What follows belongs to an exercise in optimizing a design on an open flow for small area and few clock cycles per item; a production flow would make more cautious choices. Only simulation tests tie the RTL to the original design; equivalence was not proved.

==> inputs of job 3516 <==
## convolver
module convolver #(
	parameter n = 8'h0a,	 
	parameter k = 8'h03,  
	parameter s = 1,  
	parameter BL = 16,  
	parameter Q = 12  
	)(
	input logic clk,
	input logic rst,
	input logic ce,
	input logic [BL-1:0] activation,
	input logic [(k*k)*BL-1:0] weight1,
	output logic [31:0] conv_op,
	output logic valid_conv,
	output logic end_conv
	);
	logic [31:0] count1;  
	logic [31:0] count2;  
	logic [31:0] count3;  
	logic [31:0] row_count;  
	logic en1, en2, en3;  
	logic [BL-1:0] weight [0:k*k-1];
	generate
		genvar j;
		for (j = 0; j < k*k; j = j + 1) begin : for_loop
			assign weight[j][BL-1:0] = weight1[BL*j +: BL];
		end : for_loop
	endgenerate
	logic [BL*2-1:0] tmp [k*k+1:0];
	assign tmp[0] = 32'h00000000;
	generate
	genvar i;
	for (i = 0; i < k*k; i = i + 1) begin : for_loop1
		if ((i+1) % k == 0) begin 					 
			if (i == k*k - 1) begin 				 
				mac #(.N(BL), .Q(Q)) MAC0(
					.clk(clk),
					.sclr(rst),
					.ce(ce),
					.a_i(activation),
					.b_i(weight[i]),
					.c_i(tmp[i]),
					.r_o(conv_op)
				);
			end
			else begin
				logic [BL*2-1:0] tmp2;
				mac #(.N(BL), .Q(Q)) MAC1(
					.clk(clk),
					.sclr(rst),
					.ce(ce),
					.a_i(activation),
					.b_i(weight[i]),
					.c_i(tmp[i]),
					.r_o(tmp2)
				);
				variable_shift_register #(.WIDTH(BL*2), .SIZE(n-k)) SR(
  ...
==> module mac, before the edit <==
module mac #(
	parameter N = 16,  
	parameter Q = 12  
	)(
	input logic clk, sclr, ce,
	input logic [N-1:0] a_i, b_i, 
	input logic [N*2-1:0] c_i,
	output logic [N*2-1:0] r_o
	);
	always_ff @(posedge clk or posedge sclr) begin
		if (sclr) r_o <= 'd0;
		else if (ce) begin
				r_o <= (a_i * b_i + c_i);  
			end
	end
endmodule
==> module variable_shift_register, before the edit <==
module variable_shift_register #(parameter WIDTH = 8, parameter SIZE = 3)(
	input logic clk, rst, ce,
	input logic [WIDTH-1:0] data_i,
	output logic [WIDTH-1:0] data_o
	);
	logic [WIDTH-1:0] sh_r [SIZE-1:0];  
	generate 
	genvar i;
	for (i = 0; i < SIZE; i = i + 1) begin : for_loop
		always_ff @(posedge clk or posedge rst) begin
			if (rst) sh_r[i] <= 'd0; 
			else begin
				if (ce) begin
					if (i == 'd0) sh_r[i] <= data_i;
					else sh_r[i] <= sh_r[i - 1];
				end
			end
		end
	end : for_loop
	endgenerate
	assign data_o = sh_r[SIZE - 1];
endmodule
==> module convolver, before the edit <==
module convolver #(
	parameter n = 8'h0a,	 
	parameter k = 8'h03,  
	parameter s = 1,  
	parameter BL = 16,  
	parameter Q = 12  
	)(
	input logic clk,
	input logic rst,
	input logic ce,
	input logic [BL-1:0] activation,
	input logic [(k*k)*BL-1:0] weight1,
	output logic [31:0] conv_op,
	output logic valid_conv,
	output logic end_conv
	);
	logic [31:0] count1;  
	logic [31:0] count2;  
	logic [31:0] count3;  
	logic [31:0] row_count;  
	logic en1, en2, en3;  
	logic [BL-1:0] weight [0:k*k-1];
	generate
		genvar j;
		for (j = 0; j < k*k; j = j + 1) begin : for_loop
			assign weight[j][BL-1:0] = weight1[BL*j +: BL];
		end : for_loop
	endgenerate
	logic [BL*2-1:0] tmp [k*k+1:0];
	assign tmp[0] = 32'h00000000;
	generate
	genvar i;
	for (i = 0; i < k*k; i = i + 1) begin : for_loop1
		if ((i+1) % k == 0) begin 					 
			if (i == k*k - 1) begin 				 
				mac #(.N(BL), .Q(Q)) MAC0(
					.clk(clk),
					.sclr(rst),
					.ce(ce),
					.a_i(activation),
					.b_i(weight[i]),
					.c_i(tmp[i]),
					.r_o(conv_op)
				);
			end
			else begin
				logic [BL*2-1:0] tmp2;
				mac #(.N(BL), .Q(Q)) MAC1(
					.clk(clk),
					.sclr(rst),
					.ce(ce),
					.a_i(activation),
					.b_i(weight[i]),
					.c_i(tmp[i]),
					.r_o(tmp2)
				);
				variable_shift_register #(.WIDTH(BL*2), .SIZE(n-k)) SR(
					.clk(clk),
					.rst(rst),
					.ce(ce),
					.data_i(tmp2),
					.data_o(tmp[i+1])
					);
			end
		end
		else begin
			mac #(.N(BL), .Q(Q)) MAC2(
					.clk(clk),
					.sclr(rst),
					.ce(ce),
					.a_i(activation),
					.b_i(weight[i]),
					.c_i(tmp[i]),
					.r_o(tmp[i+1])
				);
		end
	end : for_loop1
	endgenerate
	always_ff @(posedge clk) begin
		if (rst) begin
			count1 <= 0;
			count2 <= 0;
			count3 <= 0;
			row_count <= 0;
			en1 <= 0;
			en2 <= 1;
			en3 <= 0;
		end
		else if (ce) begin
		if (ce) begin
			if (count1 == (k-1)*n + k - 1) begin  
				count1 <= count1 + 1'b1;
				en1 <= 1'b1;
			end
			else count1 <= count1 + 1'b1;
		end
		if (en1 && en2) begin
			if (count2 == n - k) begin
				count2 <= 0;
				en2 <= 0;
				row_count <= row_count + 1'b1;
			end
			else count2 <= count2 + 1'b1;
		end
		if(~en2) begin
			if(count3 == k-2) begin
				count3<=0;
				en2 <= 1'b1;
			end
		else
			count3 <= count3 + 1'b1;
		end
		if((((count2 + 1) % s == 0) && (row_count % s == 0))
			||(count3 == k-2)&&(row_count % s == 0)
			||(count1 == (k-1)*n+k-1))
		begin                                                                                                                        
			en3 <= 1;                                                                                                                             
		end
		else 
			en3 <= 0;
		end
	end
	assign end_conv = (count1>= n*n+2) ? 1'b1 : 1'b0;
	assign valid_conv = (en1&&en2&&en3);
endmodule
export LEC_CHECK = 0
export CAP_MARGIN = 20
export CORE_MARGIN = 2
export CORE_UTILIZATION = 40
export SLEW_MARGIN = 20
create_clock -name core_clock -period 8.0 [get_ports {clk}]
run.sh (not shown) runs the stock make flow with config.mk's settings and CLKGATE_MAP_FILE= SYNTH_SCRIPT=/design/flow/synth_recipe.tcl, a recipe that flattens the netlist after the stock synthesis.
==> inputs of job 4180, as changes to job 3516 <==
==> flow/design.v (replaced) <==
module mac #(
	parameter N = 16
	)(
	input logic [9*N-1:0] a_i,
	input logic [9*N-1:0] w_i,
	output logic [31:0] r_o
	);
	always_comb begin
		r_o = 32'd0;
		for (int j = 0; j < 9; j++)
			r_o = r_o + a_i[N*j +: N] * w_i[N*j +: N];
	end
endmodule
module variable_shift_register #(parameter WIDTH = 16, parameter SIZE = 22)(
	input logic clk, ce,
	input logic [WIDTH-1:0] data_i,
	output logic [WIDTH-1:0] tap0, tap1, tap9, tap10, tap11, tap19, tap20, tap21
	);
	logic [WIDTH-1:0] sh_r [0:SIZE-1];
	always_ff @(posedge clk) begin
		if (ce) sh_r[0] <= data_i;
	end
	generate
		genvar i;
		for (i = 1; i < SIZE; i = i + 1) begin : stage
			always_ff @(posedge clk) begin
				if (ce) sh_r[i] <= sh_r[i-1];
			end
		end
	endgenerate
	assign tap0 = sh_r[0];
	assign tap1 = sh_r[1];
	assign tap9 = sh_r[9];
	assign tap10 = sh_r[10];
	assign tap11 = sh_r[11];
	assign tap19 = sh_r[19];
	assign tap20 = sh_r[20];
	assign tap21 = sh_r[21];
endmodule
`timescale 1ns / 1ps
module convolver #(
	parameter n = 8'h0a,	 
	parameter k = 8'h03,  
	parameter s = 1,  
	parameter BL = 16,  
	parameter Q = 12  
	)(
	input logic clk,
	input logic rst,
	input logic ce,
	input logic [BL-1:0] activation,
	input logic [(k*k)*BL-1:0] weight1,
	output logic [31:0] conv_op,
	output logic valid_conv,
	output logic end_conv
	);
	localparam LB = 2*n + 2;  
	logic [k*k*BL-1:0] win;
	logic [31:0] sum;
	variable_shift_register #(.WIDTH(BL), .SIZE(LB)) LBUF (
		.clk(clk), .ce(ce), .data_i(activation),
		.tap0(win[127:112]), .tap1(win[111:96]), .tap9(win[95:80]), .tap10(win[79:64]), .tap11(win[63:48]),
		.tap19(win[47:32]), .tap20(win[31:16]), .tap21(win[15:0])
	);
	assign win[143:128] = activation;
	mac #(.N(BL)) MAC (.a_i(win), .w_i(weight1), .r_o(sum));
	logic [3:0] col, row;
	logic done;
	always_ff @(posedge clk or posedge rst) begin
		if (rst) begin
			col <= 4'd0;
			row <= 4'd0;
			valid_conv <= 1'b0;
			done <= 1'b0;
		end else if (ce) begin
			if (row == n) begin
				done <= 1'b1;
				valid_conv <= 1'b0;
			end else begin
				valid_conv <= (row >= k-1) && (col >= k-1);
				if (col == n-1) begin
					col <= 4'd0;
					row <= row + 4'd1;
				end else begin
					col <= col + 4'd1;
				end
			end
		end
	end
	always_ff @(posedge clk) begin
		if (ce) conv_op <= sum;
	end
	assign end_conv = done;
endmodule
==> qor.txt <==
Status - failed layout checks
Final Worst Setup Slack - -2.10 ns
Adder-cell share of the synthesized area - 0.605
Failed layout checks - negative setup slack
Setup Viol. Count Final - 28
That was job 4180.
==> qor.txt <==
Max-cap viol count - 0
Gpl congestion - 0.878
Residual DRC - 0
Initial DRC Count - 4085
Final Worst Setup Slack - 0.463 ns
Status - no timing/DRC/antenna violations
Largest register FFs - 448
TritonCTS clock tree - done
Adder-cell share of the synthesized area - 0.444
Cell area after layout - 131000 sq um
Fin util - 0.455
That was job 3516.
Testbench counts of job 3516, summed over its fixed seeds: cycles 6,656, images 64.
Testbench counts of job 4180, summed over its fixed seeds: cycles 6,592, images 64.

---

==> inputs of trial 15 <==
convolver, a different RTL version from the one above (not shown whole).
// convolver
module convolver #(
	parameter n = 8'h0a,	 
	parameter k = 8'h03,  
	parameter s = 1,  
	parameter BL = 16,  
	parameter Q = 12  
	)(
	input logic clk,
	input logic rst,
	input logic ce,
	input logic [BL-1:0] activation,
	input logic [(k*k)*BL-1:0] weight1,
	output logic [31:0] conv_op,
	output logic valid_conv,
	output logic end_conv
	);
	localparam LB = 2*n + 2;  
	logic [BL-1:0] sh_r [0:LB-1];
	always_ff @(posedge clk) begin
		if (ce) sh_r[0] <= activation;
	end
	generate
		genvar m;
		for (m = 1; m < LB; m = m + 1) begin : stage
			always_ff @(posedge clk) begin
				if (ce) sh_r[m] <= sh_r[m-1];
			end
		end
	endgenerate
	logic [k*k*BL-1:0] win;
	assign win = {activation, sh_r[0], sh_r[1],
	              sh_r[n-1], sh_r[n], sh_r[n+1],
	              sh_r[2*n-1], sh_r[2*n], sh_r[2*n+1]};
	localparam RB = 10;
	logic [31:0] sum0;
	logic [30:RB] sum1;
	mac #(.N(BL)) MAC (.a_i(win), .w_i(weight1), .r0_o(sum0), .r1_o(sum1));
	logic [3:0] col, row;
	logic done;
	always_ff @(posedge clk or posedge rst) begin
		if (rst) begin
			col <= 4'd0;
			row <= 4'd0;
			valid_conv <= 1'b0;
			done <= 1'b0;
		end else if (ce) begin
			if (row == n) begin
				done <= 1'b1;
				valid_conv <= 1'b0;
			end else begin
  ...
clock: 8.0 ns
lec_check: 0
cap_margin: 20
core_margin: 2
core_utilization: 50
gpl_timing_driven: 0
setup_slack_margin: 0.1
slew_margin: 20
synth_hierarchical: 1
==> build 80 (differences from trial 15) <==
Settings changed: CORE_UTILIZATION 50 to 45.
==> qor summary <==
item	build 80	trial 15
Status	complete, no violations	complete, no violations
Initial antenna violation count	9	17
Via count of the first global-routing pass	51,600	51,800
Setup Skew	0.116 ns	0.0609 ns
Routability congestion estimate	1.06	1.03
Final Cycle Share	98.5%	98.7%
Worst path required time	8.40 ns	8.57 ns
Cell Count, Final, Fillers Out	7,940	7,793
Timing endpoint of the critical path	cs1[19]	cs0[31]
CP bufs+invs	2	3
Endpoint with the worst hold slack	sh_r[19][14]	sh_r[3][9]
Testbench counts of trial 15, summed over its fixed seeds: cycles 6,592, images 64.
Testbench counts of build 80, summed over its fixed seeds: cycles 6,592, images 64.

---

==> inputs of job 4413 <==
Another version of the RTL of convolver (not shown whole).
export LEC_CHECK = 0
export CAP_MARGIN = 20
export CORE_MARGIN = 2
export CORE_UTILIZATION = 40
export GPL_TIMING_DRIVEN = 0
export SETUP_SLACK_MARGIN = 0.2
export SLEW_MARGIN = 20
export SYNTH_HIERARCHICAL = 1
create_clock -name core_clock -period 8.0 [get_ports {clk}]
==> inputs of job 2130, as changes to job 4413 <==
CAP_MARGIN = 0   (was 20)
CORE_UTILIZATION = 60   (was 40)
GPL_TIMING_DRIVEN = not set   (was 0)
SETUP_SLACK_MARGIN = not set   (was 0.2)
SLEW_MARGIN = 0   (was 20)
==> inputs of job 203, as changes to job 4413 <==
CORE_UTILIZATION = 45   (was 40)
SETUP_SLACK_MARGIN = 0.1   (was 0.2)
==> results_dict.tcl <==
set metrics [dict create \
    grt_pass1_vias 60766 \
    grt_use_met2 0.759 \
    place_hpwl_microns 244000 \
    grt_first_pass_wirelength_microns 446000 \
    first-error "[ERROR GRT-0116] Global routing finished with congestion. Check the congestion regions in the DRC Viewer." \
    gp_congestion 1.07 \
    outcome "did not finish" \
    placement.cell_area_sq_um 79700 \
    numCtsBuffers 50 \
    die_y_microns 348 \
    std_cell_rows 126 \
    floorplan.die.width_microns 348 \
    flow.stopped_at "global routing" \
    overflow 6 \
]
the above is filed under job 2130

==> results_dict.tcl <==
set metrics [dict create \
    grt_first_pass_wirelength_microns 423000 \
    overflow 0 \
    routed_wl_per_cell_microns 36.2 \
    floorplan.die.width_microns 426 \
    gp_congestion 1.06 \
    global_route.peak_usage_layer "met2" \
    worstPathMaxFanout 10 \
    synth_edf_count 416 \
    place_hpwl_microns 274000 \
    std_cell_rows 154 \
    layout_min_cycle_time_ps 7780 \
    placement.cell_area_sq_um 74900 \
    die_y_microns 426 \
    numCtsBuffers 49 \
    grt_use_met2 0.530 \
    area.growth.synth_to_final_pct 9.76 \
    grt_pass1_vias 53234 \
    outcome "no timing/DRC/antenna violations" \
    reg2regPathDepth 15 \
]
the above is filed under job 4413

==> results_dict.tcl <==
set metrics [dict create \
    std_cell_rows 145 \
    floorplan.die.width_microns 401 \
    placement.cell_area_sq_um 74500 \
    drt_drc_violations_left 0 \
    gp_congestion 1.03 \
    grt_use_met2 0.602 \
    area.growth.synth_to_final_pct 8.24 \
    totalNegativeSetupSlack_ps 0 \
    worst-path-buf-inv 2 \
    numCtsBuffers 49 \
    grt_pass1_vias 52609 \
    final_area_sq_um 76900 \
    place_hpwl_microns 276000 \
    overflow 0 \
    timing.final.crit_share 0.982 \
    synth_edf_count 416 \
    final_common_cell "sky130_fd_sc_hd__nand2_1" \
    outcome "no timing/DRC/antenna violations" \
]
the above is filed under job 203

Testbench counts of job 4413, summed over its fixed seeds: cycles 6,592, images 64.
Testbench counts of job 2130, summed over its fixed seeds: cycles 6,592, images 64.
Testbench counts of job 203, summed over its fixed seeds: cycles 6,592, images 64.

-- re-timing with driven ports --
No port has a modelled driver above. Below, the same layouts with a new extraction and two added sets of constraints.
Step 1 (the two cells are an assumption about what drives the block):
set clk [get_ports {clk}]
set_driving_cell -lib_cell sky130_fd_sc_hd__clkbuf_16 $clk
set_driving_cell -lib_cell sky130_fd_sc_hd__buf_2 [delete_from_list [all_inputs] $clk]
Step 2 adds t to the input delays and takes it off the output delays; t is the mean of the earliest and latest rising clock arrival at the registers after step 1. Input paths then give back, and output paths get back, about the clock's delay inside the block.
Slacks: no drivers / after step 1 / after step 2; pairs: no drivers / after step 1.
run	shift t [ns]	setup WS [ns]	hold slack, ns	worst data-port slew with drivers (ns)
job 3516	0.819	0.463 / 0.529 / -0.290	0.458 / 0.458 / 0.458	0.24
job 4180	0.771	-2.097 / -2.064 / -2.835	0.398 / 0.398 / 0.398	0.07
trial 15	0.764	0.100 / 0.100 / -0.609	0.410 / 0.410 / 0.410	0.16
build 80	0.780	0.122 / 0.129 / -0.651	0.332 / 0.332 / 0.332	0.16
job 4413	0.790	0.218 / 0.225 / -0.565	0.318 / 0.318 / 0.318	0.14
job 203	0.776	0.141 / 0.176 / -0.594	0.350 / 0.350 / 0.350	0.09
With both steps, setup timing fails in 5 of these runs, where it was met with ideal ports. For job 4413, which loses most, drivers alone change the setup slack by +0.007 ns; drivers and shift together by -0.783 ns.
